From an optimization exercise on the open Yosys and OpenROAD flow, aimed at small area; shortcuts taken in it are not production practice. Only simulation tests tie the RTL to the original design; equivalence was not proved. Power is estimated from default activity; no workload was simulated.

== lagoon ==
## tenthirty
module tenthirty(
    input clk,
    input rst_n,  
    input btn_m,  
    input btn_r,  
    output reg [7:0] seg7_sel,
    output reg [7:0] seg7,    
    output reg [7:0] seg7_l,  
    output reg [2:0] led  
);
localparam IDLE            = 3'd0;
localparam BEGINING        = 3'd4;
localparam HIT_CARD_PLAYER = 3'd2;
localparam HIT_CARD_DEALER = 3'd3;
localparam COMPARE         = 3'd6;
localparam DONE            = 3'd7;
localparam PLAYER_DONE     = 3'd1;
localparam DEALER_DONE     = 3'd5;
localparam [3:0] C_POINT = 4'd0;   
localparam [3:0] C_NUM0  = 4'd10;
localparam [3:0] C_LINE  = 4'd12;
localparam [3:0] C_RST   = 4'd13;
localparam [3:0] C_D1    = 4'd1;
localparam [3:0] C_D2    = 4'd2;
function [3:0] digit_code(input [3:0] u);
    case (u)
        4'd0: digit_code = 4'd10;
        4'd1: digit_code = 4'd1;
        4'd2: digit_code = 4'd2;
        4'd3: digit_code = 4'd3;
        4'd4: digit_code = 4'd4;
        4'd5: digit_code = 4'd5;
        4'd6: digit_code = 4'd6;
        4'd7: digit_code = 4'd7;
        4'd8: digit_code = 4'd8;
        4'd9: digit_code = 4'd9;
        4'd10: digit_code = 4'd10;
        default: digit_code = 4'd0;
    endcase
endfunction
reg [5:0] cnt;
always @(posedge clk or negedge rst_n) begin
    if (!rst_n) cnt <= 6'd4;
    else        cnt <= cnt + 6'd1;
end
wire       dis_en = (cnt[2:0] == 3'b111);    
wire       rise   = (cnt == 6'd35);          
wire       fall   = (cnt == 6'd3);           
wire [2:0] j      = cnt[5:3];                
  ...
Size in the first run: ~470 cells after synthesis, about 52 flip-flops, ~31 I/O pins, ~3300 sq um of cells after synthesis.
Settings: LEC_CHECK=0, ABC_AREA=1, CAP_MARGIN=0, CORE_MARGIN=2, CORE_UTILIZATION=65, CTS_BUF_LIST=sky130_fd_sc_hd__clkbuf_8, GPL_TIMING_DRIVEN=0, SLEW_MARGIN=0; clock period 10.0 ns.
standard.sh (not shown) runs the stock make flow with config.mk's settings and CLKGATE_MAP_FILE= SYNTH_SCRIPT=/design/flow/synth_recipe.tcl, a recipe that flattens the netlist after the stock synthesis.
==> flow/flow/run.sh <==
#!/bin/bash
# Own layout flow: the standard layout, with
#  - synthesis through flow/synth.tcl (the standard flow's synthesis script with an area
#    oriented ABC script, flow/abc.script, and no adder extraction), and
#  - sky130_fd_sc_hd__buf_1 as the port buffers.
set -euo pipefail
W=$(pwd)
export OWN_ABC_SCRIPT=$W/flow/abc.script
bash standard.sh synth "SYNTH_SCRIPT=$W/flow/synth.tcl" > $W/own_synth.log 2>&1
bash standard.sh finish "BUFFER_PORTS_ARGS=-buffer_cell sky130_fd_sc_hd__buf_1" "CTS_ARGS=-sink_clustering_enable -repair_clock_nets -buf_list sky130_fd_sc_hd__clkbuf_8 -dont_use_dummy_load" > $W/own_layout.log 2>&1
==> flow/flow/abc.script <==
strash
&get -n
&deepsyn -T 60
&put
dch -f
amap
topo
==> flow/flow/synth.tcl <==
# The standard flow's synthesis script (synth_recipe.tcl), with the combinational logic
# mapped for area by flow/abc.script and without ORFS's adder extraction.
proc synth {args} { yosys synth -nofsm -noshare {*}$args }
proc abc {args} {
  set i [lsearch -exact $args -script]
  if {$i >= 0} { lset args [expr {$i + 1}] $::env(OWN_ABC_SCRIPT) }
  yosys abc {*}$args
}
set ::env(ADDER_MAP_FILE) ""
source $::env(SCRIPTS_DIR)/synth.tcl
# left out here: clear keep_hierarchy, flatten, clean up, hide names made inside functions, write 1_2_yosys.v
#### Input delta (sierra over lagoon)
--- a/flow/design.v
+++ b/flow/design.v
@@ -261,19 +261,20 @@
         case (pos)
             2'd0:    total_code = t[0] ? C_POINT : C_LINE;
             2'd1:    total_code = digit_code(u);
             default: total_code = (h > 5'd19) ? C_D2 : (is_player && h > 5'd9) ? C_D1 : C_NUM0;
         endcase
     end
 endfunction
 wire live      = (j == pick_times - 3'd1);
 wire live_void = live & (j[2] ? nflag : done);   
-wire [3:0] card_code = (valid[j] & ~live_void) ? card : C_POINT;
+wire [7:0] valid_j   = {3'b000, valid};    
+wire [3:0] card_code = (valid_j[j] & ~live_void) ? card : C_POINT;
 wire       show_cmp = st_cmp | st_done;
 wire       show_hit = st_hit & ~(st_hd & (pick_times == 3'd0));
 wire       t_dealer = show_cmp ? j[2] : st_hd;
 wire [5:0] t_sel    = t_dealer ? dealer_total : player_total;
 wire [1:0] t_pos    = (show_cmp & ~j[2]) ? j[1:0] : (j[1:0] - 2'd1);
 wire [3:0] t_code   = total_code(t_sel, ~t_dealer, t_pos);
 reg [3:0] code;
 always @(*) begin
     if (show_hit)
### Flow results
sierra completed every stage of the flow, and the final layout passed the timing, design-rule and antenna checks.
Comparing sierra and lagoon, the lower multi-input combinational cell count was measured on sierra.
On fraction of final layout cells with drive strength greater than 1: sierra sits above lagoon.
Total number of cells along the worst setup path went down by a few percent going from lagoon to sierra.
Diff lagoon -> sierra: width of the die -about 0.6%, setup slack of the most critical reg-to-reg path now sits lower.
Total sequential power: sierra vs lagoon — no meaningful difference
The hold slack reported for sierra is greater than that of lagoon by 0.011 ns.
Changes observed in sierra relative to lagoon: routed wire length increased 3.8%, switching fraction of total power now larger.

==> what the ideal ports hide <==
The results above use ideal ports. As a check the final layouts listed here were re-extracted and re-timed, cells and wires unchanged. Step 1: set_driving_cell puts a clkbuf_16 on clk and a buf_2 on each other input, an assumption about the parent block. Step 2 moves the port delays by t, midway between the first and last clock arrival at a register: inputs arrive t later, outputs are due t later. That takes back most of the time a late clock gives input paths. Three values: no drivers, after step 1, after step 2; two values: the first two.
run	t, ns	slack for setup (ns)	worst setup path after step 2
lagoon	0.323	3.602 / 3.602 / 3.602	register to register
sierra	0.327	3.392 / 3.392 / 3.392	register to register
After both steps setup and hold are still met in every run listed.
